What follows belongs to an exercise in optimizing a design on an open flow for a short achievable clock period and few clock cycles; a production flow would make more cautious choices. In this exercise RTL edits were held to simulation tests only and were not proved equivalent to the original. No activity file was given, so power comes from the tool's default toggle rates.

**design.v**
```verilog
`timescale 1ns / 1ps
module half_adder(A, B, Cout, Sum);
	input A, B;
	output Cout, Sum;
	assign Sum = A^B;
	assign Cout = A&B;
endmodule
`timescale 1ns / 1ps
module full_adder(A, B, Cin, Cout, Sum);
	input A, B, Cin;
	output Cout, Sum;
	wire S;
	wire [1:0] C;
	half_adder HA_1(.A(A), .B(B), .Cout(C[0]), .Sum(S));
	half_adder HA_2(.A(S), .B(Cin), .Cout(C[1]), .Sum(Sum));
	assign Cout = C[0] | C[1];
endmodule
`timescale 1ns / 1ps
module add_sub(A, B, cond, out);
	parameter nBit = 16;
	input [nBit-1:0] A, B;
	input cond;
	output [nBit-1:0] out;
	reg [nBit-1:0] B_actual;
	wire [nBit-1:0] c;
	always@(*)
	begin
		if(cond)
			B_actual <= ~B + cond;
		else
			B_actual <= B;
	end
	genvar i;
	generate
		for(i=0; i <= nBit-1; i=i+1)
		begin: generate_add_sub
			if(i==0)
				half_adder HA(A[0], B_actual[0], c[0], out[0]);
			else
				full_adder FA(A[i], B_actual[i], c[i-1], c[i], out[i]);
		end
	endgenerate
endmodule
`timescale 1ns / 1ps
module ShiftArray(In, sh_cond, out);
	parameter nBit = 16;
	input [nBit-1:0] In;
	input sh_cond;
	output reg [nBit-1:0] out;
	always@(*)
	begin
		if(sh_cond == 0)
			out <= {In[nBit-2:0], 1'b0};
		else
			out <= {In[nBit-1], In[nBit-1:1]};
	end
endmodule
`timescale 1ns / 1ps
module ALU(FS, A, B, out);
	parameter nBit = 16;
	input [2:0] FS;
	input [nBit-1:0] A, B;
	output reg [nBit-1:0] out;
	wire [nBit-1:0] arith_out;
	add_sub #(nBit) CE1(.A(A),
							  .B(B),
							  .cond(FS[0]),
							  .out(arith_out));
	always@(*)
	begin
		if(FS[2:1] == 2'b00)
			out <= arith_out;
		else  
		begin
			case(FS[1:0])
				2'b10: out <= A & B;
				2'b11: out <= A | B;
				2'b00: out <= A ^ B;
				2'b01: out <= ~A;
			endcase
		end
	end
endmodule
`timescale 1ns / 1ps
module FunctionalUnit(FS, A, B, A_thru, B_thru, zero_flag, out);
	parameter nBit = 16;
	input [2:0] FS;
	input [nBit-1:0] A, B;
	input A_thru, B_thru;
	output reg zero_flag;
	output reg [nBit-1:0] out;
	wire [nBit-1:0] ALU_out;
	wire [nBit-1:0] shift_out;
	ALU #(nBit) CE2(.FS(FS),
						 .A(A),
						 .B(B),
						 .out(ALU_out));
	ShiftArray #(nBit) CE3(.In(A),
								  .sh_cond(FS[0]),
								  .out(shift_out));
	always@(*)
	begin
		if(B_thru)
			out <= B;
		else if(A_thru)
			out <= A;
		else
		begin
			if(FS[2] && FS[1])
				out <= shift_out;
			else
				out <= ALU_out;
		end
	end
	always@(*)
	begin
		if(out == 0)
			zero_flag <= 1;
		else
			zero_flag <= 0;
	end
endmodule
`timescale 1ns / 1ps
module register_file(D, DA, AA, BA, RW, clk, reset, A, B);
	parameter nBit = 16;
	input [15:0] D;
	input [3:0] DA, AA, BA;
	input RW, reset, clk;
	output reg [15:0] A, B;
	reg [15:0] reg0, reg1, reg2, reg3, reg4, reg5, reg6, reg7, reg8, reg9, reg10, reg11, reg12, reg13, reg14, reg15;
	always @(negedge clk)
	begin
		if(reset)
		begin
			reg0 <= 0;
			reg1 <= 0;
			reg2 <= 0;
			reg3 <= 0;
			reg4 <= 0;
			reg5 <= 0;
			reg6 <= 0;
			reg7 <= 0;
			reg8 <= 0;
			reg9 <= 0;
			reg10 <= 0;
			reg11 <= 0;
			reg12 <= 0;
			reg13 <= 0;
			reg14 <= 0;
			reg15 <= 0;
		end
		else
		begin
			if(RW)
			begin
				case(DA)
					4'b0000: reg0 <= D;
					4'b0001: reg1 <= D;
					4'b0010: reg2 <= D;
					4'b0011: reg3 <= D;
					4'b0100: reg4 <= D;
					4'b0101: reg5 <= D;
					4'b0110: reg6 <= D;
					4'b0111: reg7 <= D;
					4'b1000: reg8 <= D;
					4'b1001: reg9 <= D;
					4'b1010: reg10 <= D;
					4'b1011: reg11 <= D;
					4'b1100: reg12 <= D;
					4'b1101: reg13 <= D;
					4'b1110: reg14 <= D;
					4'b1111: reg15 <= D;
				endcase
			end
			else if(RW == 0)
			begin
				reg0 <= reg0;
				reg1 <= reg1;
				reg2 <= reg2;
				reg3 <= reg3;
				reg4 <= reg4;
				reg5 <= reg5;
				reg6 <= reg6;
				reg7 <= reg7;
				reg8 <= reg8;
				reg9 <= reg9;
				reg10 <= reg10;
				reg11 <= reg11;
				reg12 <= reg12;
				reg13 <= reg13;
				reg14 <= reg14;
				reg15 <= reg15;
			end
		end
	end
	always @(*)
	begin
		case(AA)
			4'b0000 : A <= reg0;
			4'b0001 : A <= reg1;
			4'b0010 : A <= reg2;
			4'b0011 : A <= reg3;
			4'b0100 : A <= reg4;
			4'b0101 : A <= reg5;
			4'b0110 : A <= reg6;
			4'b0111 : A <= reg7;
			4'b1000 : A <= reg8;
			4'b1001 : A <= reg9;
			4'b1010 : A <= reg10;
			4'b1011 : A <= reg11;
			4'b1100 : A <= reg12;
			4'b1101 : A <= reg13;
			4'b1110 : A <= reg14;
			4'b1111 : A <= reg15;
		endcase
		case(BA)
			4'b0000 : B <= reg0;
			4'b0001 : B <= reg1;
			4'b0010 : B <= reg2;
			4'b0011 : B <= reg3;
			4'b0100 : B <= reg4;
			4'b0101 : B <= reg5;
			4'b0110 : B <= reg6;
			4'b0111 : B <= reg7;
			4'b1000 : B <= reg8;
			4'b1001 : B <= reg9;
			4'b1010 : B <= reg10;
			4'b1011 : B <= reg11;
			4'b1100 : B <= reg12;
			4'b1101 : B <= reg13;
			4'b1110 : B <= reg14;
			4'b1111 : B <= reg15;
		endcase
	end
endmodule
`timescale 1ns / 1ps
module datapath(mem, PC, PC_prev, DA, AA, BA, FS, RW, MB, MD, MJ, MM, MK, A_thru, B_thru, reset, clk, zero_flag, MUX_B, MUX_M, A);
	parameter nBit = 16;
	input [nBit-1:0] mem;
	input [5:0] PC, PC_prev;
	input [3:0] DA, AA, BA;
	input [2:0] FS;
	input RW, MB, MD, MJ, MM, MK, A_thru, B_thru, reset, clk;
	output zero_flag;
	output [nBit-1:0] A;
	output reg [nBit-1:0] MUX_B;
	output reg [5:0] MUX_M;
	wire [nBit-1:0] D, B;
	wire [3:0] MUX_K;
	reg [nBit-1:0] MUX_D;
	reg [nBit-1:0] MUX_J;
	assign MUX_K = MK ? DA:AA;
	register_file #(nBit) CE4(.D(MUX_J),
									  .DA(DA),
									  .AA(MUX_K),
									  .BA(BA),
									  .RW(RW),
									  .reset(reset),
									  .clk(clk),
									  .A(A),
									  .B(B));
	always@(*)
	begin
		if(MB == 1)
			MUX_B <= {8'b00000000,{AA, BA}};
		else
			MUX_B <= B;
	end
	always@(*)
	begin
		if(MM == 1)
			MUX_M <= PC;
		else
			MUX_M <= A[5:0];
	end
	FunctionalUnit #(nBit) CE5(.FS(FS),
										.A(A),
										.B(MUX_B),
										.A_thru(A_thru),
										.B_thru(B_thru),
										.zero_flag(zero_flag),
										.out(D));
	always@(*)
	begin
		if(MD == 1)
			MUX_D <= mem;
		else
			MUX_D <= D;
	end
	always@(*)
	begin
		if(MJ == 1)
			MUX_J <= PC_prev;
		else
			MUX_J <= MUX_D;
	end
endmodule
`timescale 1ns / 1ps
module instruction_decoder(opcode, DA, FS, RW, MB, MD, MJ, MM, MW, MK, B_thru, A_thru);
	input [3:0] opcode, DA;
	output reg [2:0] FS;
	output reg RW, MB, MD, MJ, MM, MW, MK, A_thru, B_thru;
	always@(*)
	begin
		FS <= opcode[2:0];
		RW <= 0;
		MB <= 0;
		MD <= 0;
		MJ <= 0;
		MM <= 0;
		MW <= 0;
		MK <= 0;
		A_thru <= 0;
		B_thru <= 0;
		if(opcode[3] == 0)
		begin
			RW <= 1;
			MB <= 0;
			MD <= 0;
			MJ <= 0;
			MW <= 0;
			MK <= 0;
			A_thru <= 0;
			B_thru <= 0;
			case(opcode)
				4'b0000: FS <= 3'b000;
				4'b0001: FS <= 3'b001;
				4'b0010: FS <= 3'b010;
				4'b0011: FS <= 3'b011;
				4'b0100: FS <= 3'b100;
				4'b0101: FS <= 3'b101;
				4'b0110: FS <= 3'b110;
				4'b0111: FS <= 3'b111;
			endcase
		end
		else if(opcode == 4'b1000)
		begin
			RW <= 1;
			MB <= 1;
			MD <= 0;
			MJ <= 0;
			MW <= 0;
			MK <= 0;
			A_thru <= 0;
			B_thru <= 1;
		end
		else if(opcode == 4'b1001 || opcode == 4'b1010)
		begin
			MM <= 0;
			A_thru <= 0;
			B_thru <= 0;
			MJ <= 0;
			MB <= 0;
			MK <= 0;
			if(opcode[1:0] == 2'b01)
			begin
				RW <= 1;
				MD <= 1;
				MW <= 0;
			end
			else if(opcode[1:0] == 2'b10)
			begin
				RW <= 0;
				MD <= 0;
				MW <= 1;
			end
		end
		else if(opcode == 4'b1011 || opcode == 4'b1100)
		begin
			RW <= 0;
			MB <= 0;
			MD <= 0;
			MJ <= 0;
			MW <= 0;
			MK <= 1;
			A_thru <= 1;
			B_thru <= 0;
		end
		else if(opcode == 4'b1101)
		begin
			RW <= 1;
			MB <= 0;
			MD <= 0;
			MJ <= 1;
			MW <= 0;
			MK <= 0;
			A_thru <= 0;
			B_thru <= 0;
		end
		else if(opcode == 4'b1110)
		begin
			RW <= 0;
			MB <= 0;
			MD <= 0;
			MJ <= 0;
			MW <= 0;
			MK <= 0;
			A_thru <= 0;
			B_thru <= 0;
		end
		else if(opcode == 4'b1111 && DA == 4'b0000)
		begin
			RW <= 0;
			MB <= 0;
			MD <= 0;
			MJ <= 0;
			MW <= 0;
			MK <= 0;
			A_thru <= 0;
			B_thru <= 0;
		end
		else if(opcode == 4'b1111 && DA == 4'b1111)
		begin
			RW <= 0;
			MB <= 0;
			MD <= 0;
			MJ <= 0;
			MW <= 0;
			MK <= 0;
			A_thru <= 0;
			B_thru <= 0;
		end
	end
endmodule
`timescale 1ns / 1ps
module control_logic(opcode, DA, zero_flag, clk, reset, FS, PS, IL, MB, MD, MJ, RW, MM, MW, MK, A_thru, B_thru, done);
	parameter nBit = 16;
	parameter s0 = 3'b000,
				 s1 = 3'b001,
				 s2 = 3'b010,
				 s3 = 3'b011,
				 s4 = 3'b100,
				 s5 = 3'b101;
	input [3:0] opcode, DA;
	input zero_flag, clk, reset;
	output [2:0] FS;
	output reg [1:0] PS;
	output reg IL, MM, RW, done;
	output MB, MD, MJ, MW, MK, A_thru, B_thru;
	reg [2:0] state;
	wire MM_decode;
	wire RW_decode;
	instruction_decoder SE1(.opcode(opcode),
									.DA(DA),
									.FS(FS),
									.RW(RW_decode),
									.MB(MB),
									.MD(MD),
									.MJ(MJ),
									.MM(MM_decode),
									.MW(MW),
									.MK(MK),
									.B_thru(B_thru),
									.A_thru(A_thru));
	always@(posedge clk)
	begin
		if(reset)
		begin
			state <= s0;
		end
		else
		begin
			case(state)
				s0: state <= s1;
				s1:
				begin
					if(opcode[3] == 0 || opcode == 4'b1000 || opcode == 4'b1001 || opcode == 4'b1010 || (opcode == 4'b1011 && zero_flag == 0) || (opcode == 4'b1100 && zero_flag == 1))
						state <= s2;
					else if((opcode == 4'b1011 && zero_flag == 1) || (opcode == 4'b1100 && zero_flag == 0) || (opcode == 4'b1101) || (opcode == 4'b1110))
						state <= s3;
					else if(opcode == 4'b1111 && DA == 4'b0000)
						state <= s4;
					else if(opcode == 4'b1111 && DA == 4'b1111)
						state <= s5;
				end
				s2: state <= s1;
				s3: state <= s1;
				s4: state <= s1;
				s5: state <= s5;
			endcase
		end
	end
	always@(*)
	begin
		done <= 0;
		PS <= 2'b00;
		IL <= 0;
		MM <= 1;
		RW <= 0;
		case(state)
			s0:
			begin
				done <= 0;
				PS <= 2'b00;
				IL <= 0;
				MM <= 1;
				RW <= 0;
			end
			s1:  
			begin
				PS <= 2'b00;
				IL <= 1;
				MM <= 0;
				RW <= RW_decode;
			end
			s2:
			begin
				PS <= 2'b01;
				IL <= 0;
				MM <= 1;
				RW <= 0;
			end
			s3:
			begin
				PS <= 2'b10;
				IL <= 0;
				MM <= 1;
				RW <= 0;
			end
			s4:
			begin
				PS <= 2'b11;
				IL <= 0;
				MM <= 1;
				RW <= 0;
			end
			s5:
			begin
				done <= 1;
				IL <= 0;
				MM <= 1;
				RW <= 0;
			end
		endcase
	end
endmodule
`timescale 1ns / 1ps
module instruction_reg(control_word, instruct_load, reset, clk, opcode, DA, AA, BA);
	parameter nBit = 16;
	input [nBit-1:0] control_word;
	input instruct_load;
	input reset, clk;
	output reg [3:0] opcode, DA, AA, BA;
	always@(negedge clk)
	begin
		if(reset)
		begin
			opcode <= 0;
			DA <= 0;
			AA <= 0;
			BA <= 0;
		end
		else
		begin
			if(instruct_load)
			begin
				opcode <= control_word[nBit-1:nBit-4];
				DA <= control_word[nBit-5:nBit-8];
				AA <= control_word[nBit-9:nBit-12];
				BA <= control_word[nBit-13:nBit-16];
			end
			else if(instruct_load == 0)
			begin
				opcode <= opcode;
				DA <= DA;
				AA <= AA;
				BA <= BA;
			end
		end
	end
endmodule
`timescale 1ns / 1ps
module program_counter(A, AA, BA, PS, clk, reset, PC, PC_prev);
	input [5:0] A;
	input [3:0] AA, BA;
	input [1:0] PS;
	input clk, reset;
	output reg [5:0] PC;
	output reg [5:0] PC_prev;
	always@(negedge clk)
	begin
		if(reset)
		begin
			PC <= 0;
			PC_prev <= 0;
		end
		else
		begin
			case(PS)
				2'b00: 
				begin
					PC <= PC;
					PC_prev <= PC_prev;
				end
				2'b01:
				begin
					PC <= PC + 1'b1;
					PC_prev <= PC_prev + 1'b1;
				end
				2'b10:
				begin
					PC <= PC + 1'b1 + ({AA[1:0], BA});
					PC_prev <= PC + 1'b1;	 
				end
				2'b11:
				begin
					PC <= A;
					PC_prev <= A;
				end
			endcase
		end
	end
endmodule
`timescale 1ns / 1ps
module controller(A, data_from_rom, zero_flag, clk, reset, DA, AA, BA, FS, IL, RW, MB, MD, MJ, MM, MW, MK, A_thru, B_thru, PC, PC_prev, done);
	parameter nBit = 16;
	input [nBit-1:0] A, data_from_rom; 
	input clk, reset, zero_flag;
	output [5:0] PC, PC_prev;
	output [3:0] DA, AA, BA;
	output [2:0] FS;
	output IL, RW, MB, MD, MJ, MM, MW, MK, A_thru, B_thru, done;
	wire [3:0] opcode;
	wire [1:0] PS;
	program_counter SE2(.A(A[5:0]),
							  .AA(AA),
							  .BA(BA),
							  .PS(PS),
							  .clk(clk),
							  .reset(reset),
							  .PC(PC),
							  .PC_prev(PC_prev));
	instruction_reg #(nBit) SE3(.control_word(data_from_rom),
										 .instruct_load(IL),
										 .reset(reset),
										 .clk(clk),
										 .opcode(opcode),
										 .DA(DA),
										 .AA(AA),
										 .BA(BA));
	control_logic #(nBit) SE4(.opcode(opcode),
									  .DA(DA),
									  .zero_flag(zero_flag),
									  .clk(clk),
									  .reset(reset),
									  .FS(FS),
									  .PS(PS),
									  .IL(IL),
									  .MB(MB),
									  .MD(MD),
									  .MJ(MJ),
									  .RW(RW),
									  .MM(MM),
									  .MW(MW),
									  .MK(MK),
									  .A_thru(A_thru),
									  .B_thru(B_thru),
									  .done(done));
endmodule
`timescale 1ns / 1ps
module CPU(data_from_rom, reset, clk, address_to_rom, enable_to_rom, data_from_ram, data_to_ram, write_enable_to_ram, address_to_ram, read_enable_to_ram, enable_ram_read);
	parameter nBit = 16;
	input [nBit-1:0] data_from_rom, data_from_ram;
	input clk, reset;
	output [nBit-1:0] data_to_ram;
	output [5:0] address_to_rom, address_to_ram;
	output enable_to_rom, write_enable_to_ram, read_enable_to_ram, enable_ram_read;
	wire [nBit-1:0] A;
	wire [5:0] PC, PC_prev;
	wire [3:0] DA, AA, BA;
	wire [2:0] FS;
	wire zero_flag, IL, RW, MB, MD, MJ, MM, MW, MK, A_thru, B_thru, done;
	controller #(nBit) T1(.A(A),
								 .data_from_rom(data_from_rom),
								 .zero_flag(zero_flag),
								 .clk(clk), .reset(reset),
								 .DA(DA),
								 .AA(AA),
								 .BA(BA),
								 .FS(FS),
								 .IL(IL),
								 .RW(RW),
								 .MB(MB),
								 .MD(MD),
								 .MJ(MJ),
								 .MM(MM),
								 .MW(MW),
								 .MK(MK),
								 .A_thru(A_thru),
								 .B_thru(B_thru),
								 .PC(PC),
								 .PC_prev(PC_prev),
								 .done(done));
	datapath #(nBit) T2(.mem(data_from_ram),
							  .PC(PC),
							  .PC_prev(PC_prev),
							  .DA(DA),
							  .AA(AA),
							  .BA(BA),
							  .FS(FS),
							  .RW(RW),
							  .MB(MB),
							  .MD(MD),
							  .MJ(MJ),
							  .MM(MM),
							  .MK(MK),
							  .A_thru(A_thru),
							  .B_thru(B_thru),
							  .reset(reset),
							  .clk(clk),
							  .zero_flag(zero_flag),
							  .MUX_B(data_to_ram),
							  .MUX_M(address_to_rom),
							  .A(A));
	assign enable_to_rom = ~IL;
	assign write_enable_to_ram = MW;
	assign read_enable_to_ram = 1'b1;
	assign address_to_ram = A[5:0];
	assign enable_ram_read = done;
endmodule
```
**run.sh**
```bash
#!/bin/bash
# synth_recipe.tcl (not shown) runs the flow's synth.tcl, then flattens the netlist and writes it again
# the make line also repeats each setting of config.mk as NAME=value (left out here)
make -C /OpenROAD-flow-scripts/flow DESIGN_CONFIG=/design/flow/config.mk WORK_HOME=/design/flow/orfs CLKGATE_MAP_FILE= SYNTH_SCRIPT=/design/flow/synth_recipe.tcl finish
```
**config.mk**
```make
export PLATFORM = sky130hd
export DESIGN_NAME = CPU
export DESIGN_NICKNAME = CPU
export VERILOG_FILES = /design/flow/design.v
export SDC_FILE = /design/flow/constraint.sdc
export NUM_CORES = 4
export LEC_CHECK = 0
export CAP_MARGIN = 20
export CORE_MARGIN = 2
export CORE_UTILIZATION = 40
export SLEW_MARGIN = 20
```
**constraint.sdc**
```tcl
create_clock -name core_clock -period 22.0 [get_ports {clk}]
set_input_delay 4.4000 -clock core_clock [delete_from_list [all_inputs] [get_ports {clk}]]
set_output_delay 4.4000 -clock core_clock [all_outputs]
set_load 0.01 [all_outputs]
```
==> results by group <==
Die
  – Area of the core: 47500 um2
  – Die area: 49700 um2
  – Row cnt: 80
  – IO Pins: 66
  – Initial Utilization: 0.403
  – Overall die width: 223 um
  – DIE HEIGHT: 223 um

Run status
  – Outcome: finished clean

Cells and area
  – Filler instances: 4816
  – Final Instance Area: 22900 um2
  – Antenna diodes: 0
  – Layout cells sized above 1: 0.110
  – Area growth syn-to-layout: 19.4%
  – Non-Filler Instances: 3532
  – Multi-input logic area: 12200 um2
  – Register cell area after layout: 5750 um2
  – Post-Route Utilization: 0.482
  – Final nets: 2978

Route
  – Routed WL: 102 mm
  – # DRC: 0
  – Vias post-DR: 22942
  – Initial DRC count: 3289
  – WL/cell: 29.0 um
  – Remaining antenna violation count after routing: 0
  – Drt pass-1 iters: 7
  – Via density: 6.50

CTS
  – Longest Clk Path Bufs: 3
  – Hold_buf cts: 0
  – Clock-pin slew of the registers on the worst-case setup and hold paths: 0.06 ns
  – Root buf cell: clkbuf_16
  – Number of clock sinks: 287
  – Total CTS buffers: 37
  – Post-CTS setup buffers: 0
  – CTS tree: done
  – Htree depth: 2
  – Post-CTS sizing: 0
  – Clock Latency Late Sink: 0.63 ns

Synth
  – Mapped cell area: 19200 um2
  – Post-synthesis xor/xnor area fraction: 0.0119
  – Largest family of logic cells by synthesized area: compound AO/OA/AOI/OAI gates
  – Synth Area in Compound Gates: 0.289
  – Simple-gate portion of the synthesized area: 0.237
  – Post-synth EDFFs: 0
  – Synth warn: 10
  – Register area share after synthesis: 0.300
  – Ys flop type: dfxtp_1
  – FF+latch count, synth: 287
  – Synthesized Nets: 2697
  – Avg Cell Area, Syn: 7.35 um2
  – Asr flop ratio synth: 0
  – Gate count of the mapped netlist: 2607
  – Post-synth cell types: 103
  – Adder-cell share of the synthesized area: 0.0424
  – Post-synthesis mux area share: 0.0510

STA
  – # setup viols final: 0
  – Slew Viols, Final: 0
  – Least-Margin Pin Slew: 1.24 ns
  – Setup TNS: 0 ns
  – Final setup margin: 0.374 ns
  – Unrepaired setup endpoints after global routing: false
  – Rel. slew slack: 0.174
  – Final Hold Viols: 0
  – Final worst clock skew: 0.0600 ns

Pwr
  – Leakage power: 9.03 nW
  – PD cells: 95.9 nW/um2
  – Internal Dissipation: 1.23 mW
  – Comb pwr share: 0.348
  – Sw Share: 0.440
  – Switching Power: 0.965 mW
  – Peak supply drop: 0.0623 mV
  – Clk pwr share: 0.395
  – Reg power frac: 0.257

Setup path
  – Reg-to-reg setup timing slack: 0.37 ns
  – Crit-path max FO: 16
  – Critical Path Start Type: flip-flop
  – Arrival @ worst endpoint: 22.11 ns
  – CP peak stage delay: 0.64 ns
  – Delay-heaviest family, CP: adder cells
  – Critical path's slowest cell: a221o_2
  – Endpoint class of the critical path: flip-flop
  – Critical Path Most Common Cell: fa_1
  – CP required: 22.48 ns
  – WS Path Type: reg2reg
  – R2R depth: 35
  – R2r startpoint: T1.SE3.opcode[1]$_SDFFE_NP0P_
  – Critical path buffer and inverter count: 6
  – RR Endpoint: T1.SE4.state[0]$_SDFFE_PP0P_

Place
  – Worst slack at placement: 0.672 ns
  – Placement Cell Area: 20600 um2
  – DP Cell Count: 3181
  – Final Wtd Congestion: 1.08
  – IO Port Bufs: 64
  – DP HPWL: 71.9 mm

Hold path
  – Worst hold path cell count: 2
  – Hold endpoint: T2.CE4.reg8[7]$_SDFFE_NP0P_
  – Worst min-delay path class: reg2reg
  – Min-delay src: T2.CE4.reg8[7]$_SDFFE_NP0P_

Global routing
  – Largest net degree at the start of global routing: 158
  – Vias in the first global route: 21918
  – Initial antenna violation count: 1
  – First-pass GRT wire length: 147 mm
  – Gr usage total: 0.400
  – Total grt overflow: 0

Job
  – Max_cap viols: 0
Yosys cell counts (24+ instances only):
cell type / number / area share
a22o_1: 32 / 0.015
nor3_1: 34 / 0.0089
a22oi_1: 38 / 0.015
a21oi_1: 318 / 0.083
o21a_1: 35 / 0.014
o21ai_0: 83 / 0.022
ha_1: 41 / 0.027
nand2_1: 608 / 0.12
buf_2: 54 / 0.014
nand4_1: 27 / 0.0088
nor2_1: 161 / 0.032
mux2_2: 40 / 0.023
dfxtp_1: 287 / 0.30
clkbuf_1: 134 / 0.026
a31oi_1: 24 / 0.0078
inv_1: 57 / 0.011
a221oi_1: 31 / 0.014
mux2i_1: 43 / 0.022
nand3_1: 85 / 0.022
final cells by class:
type,count,share of cell area
clock buffers,39,0.0426
well taps,615,0.0336
repair buffers,187,0.0696
clock inverters,313,0.0597
multi-input cells,2029,0.533
flip-flops and latches,287,0.251
inverters,62,0.0102
placed cells by master, fill, tap and decap left out, types with 9 or more instances in the layout:
cell	count
nand2_1	608
inv_1	346
a21oi_1	318
dfxtp_1	283
nor2_1	148
buf_4	121
nand3_1	85
o21ai_0	83
clkdlybuf4s50_1	63
mux2i_1	42
ha_1	41
mux2_2	40
clkbuf_16	39
a22oi_1	38
o21a_1	35
a22o_1	32
a221oi_1	31
nor3_1	31
nand4_1	27
a31oi_1	24
o22ai_1	22
xnor2_1	21
o21ai_1	20
nand3b_1	18
a32oi_1	18
nor2b_1	16
o211ai_1	15
fa_1	15
a21o_1	14
nor2_2	14
nand2b_1	13
a211oi_1	13
a221o_1	13
and3_1	12
a32o_1	11
o221ai_1	11
o221a_2	10
o2bb2ai_1	9
a2111oi_0	9
power groups by stage:
| stage | logic [mW] | clock network [mW] | registers (mW) |
|---|---|---|---|
| CTS | 0.736 | 0.876 | 0.563 |
| global route | 0.798 | 0.936 | 0.564 |
| finish | 0.763 | 0.867 | 0.565 |
| global placement | 0.728 | 0.0781 | 0.570 |
| floorplan | 0.452 | 0.0781 | 0.554 |
| detailed placement | 0.733 | 0.0781 | 0.570 |
kinds of logic (layout without fill, tap and decap cells):
group                    Yosys count  in the layout
XOR/XNOR                          26             26
AO/OA/AOI/OAI                    822            822
buffers and inverters            291            601
adder cells (fa/ha/maj)           56             56
flip-flops                       287            287
other                              1              1
multiplexers                      90             90
AND/OR/NAND/NOR                 1034           1034
worst max path at each step:
stage          slack [ns]                           from                            to  cells past startpoint
2_1_floorplan        1.93  T1.SE3.opcode[1]$_SDFFE_NP0P_  T1.SE4.state[0]$_SDFFE_PP0P_                     40
3_3_place_gp         0.75  T1.SE3.opcode[1]$_SDFFE_NP0P_  T1.SE4.state[0]$_SDFFE_PP0P_                     35
3_5_place_dp         0.67  T1.SE3.opcode[1]$_SDFFE_NP0P_  T1.SE4.state[0]$_SDFFE_PP0P_                     35
4_1_cts              0.59  T1.SE3.opcode[1]$_SDFFE_NP0P_  T1.SE4.state[0]$_SDFFE_PP0P_                     35
5_1_grt              0.05  T1.SE3.opcode[1]$_SDFFE_NP0P_  T1.SE4.state[0]$_SDFFE_PP0P_                     35
6_report             0.37  T1.SE3.opcode[1]$_SDFFE_NP0P_  T1.SE4.state[0]$_SDFFE_PP0P_                     35
per-stage QoR:
step	hold WS (ns)	total power [mW]
2_1_floorplan	0.441	1.08
3_3_place_gp	0.456	1.38
3_5_place_dp	0.464	1.38
4_1_cts	0.470	2.18
5_1_grt	0.494	2.30
6_report	0.475	2.19
worst reg2reg max path: cells and delay by family (launching register included):
kind	cells	cell delay, ns
adder cells (fa/ha/maj)	14	5.24
buffers and inverters	6	0.88
AO/OA/AOI/OAI	8	2.29
AND/OR/NAND/NOR	7	1.73
flip-flops	1	0.35
metal layers:
layer,vias up,global-route usage,routed length [um]
li1,9890,-,-
met1,10923,0.511,40300
met2,1741,0.601,43900
met3,386,0.102,11300
met4,2,0.253,6710
met5,-,0,13
Testbench counts, summed over its fixed seeds: cycles 68,620.
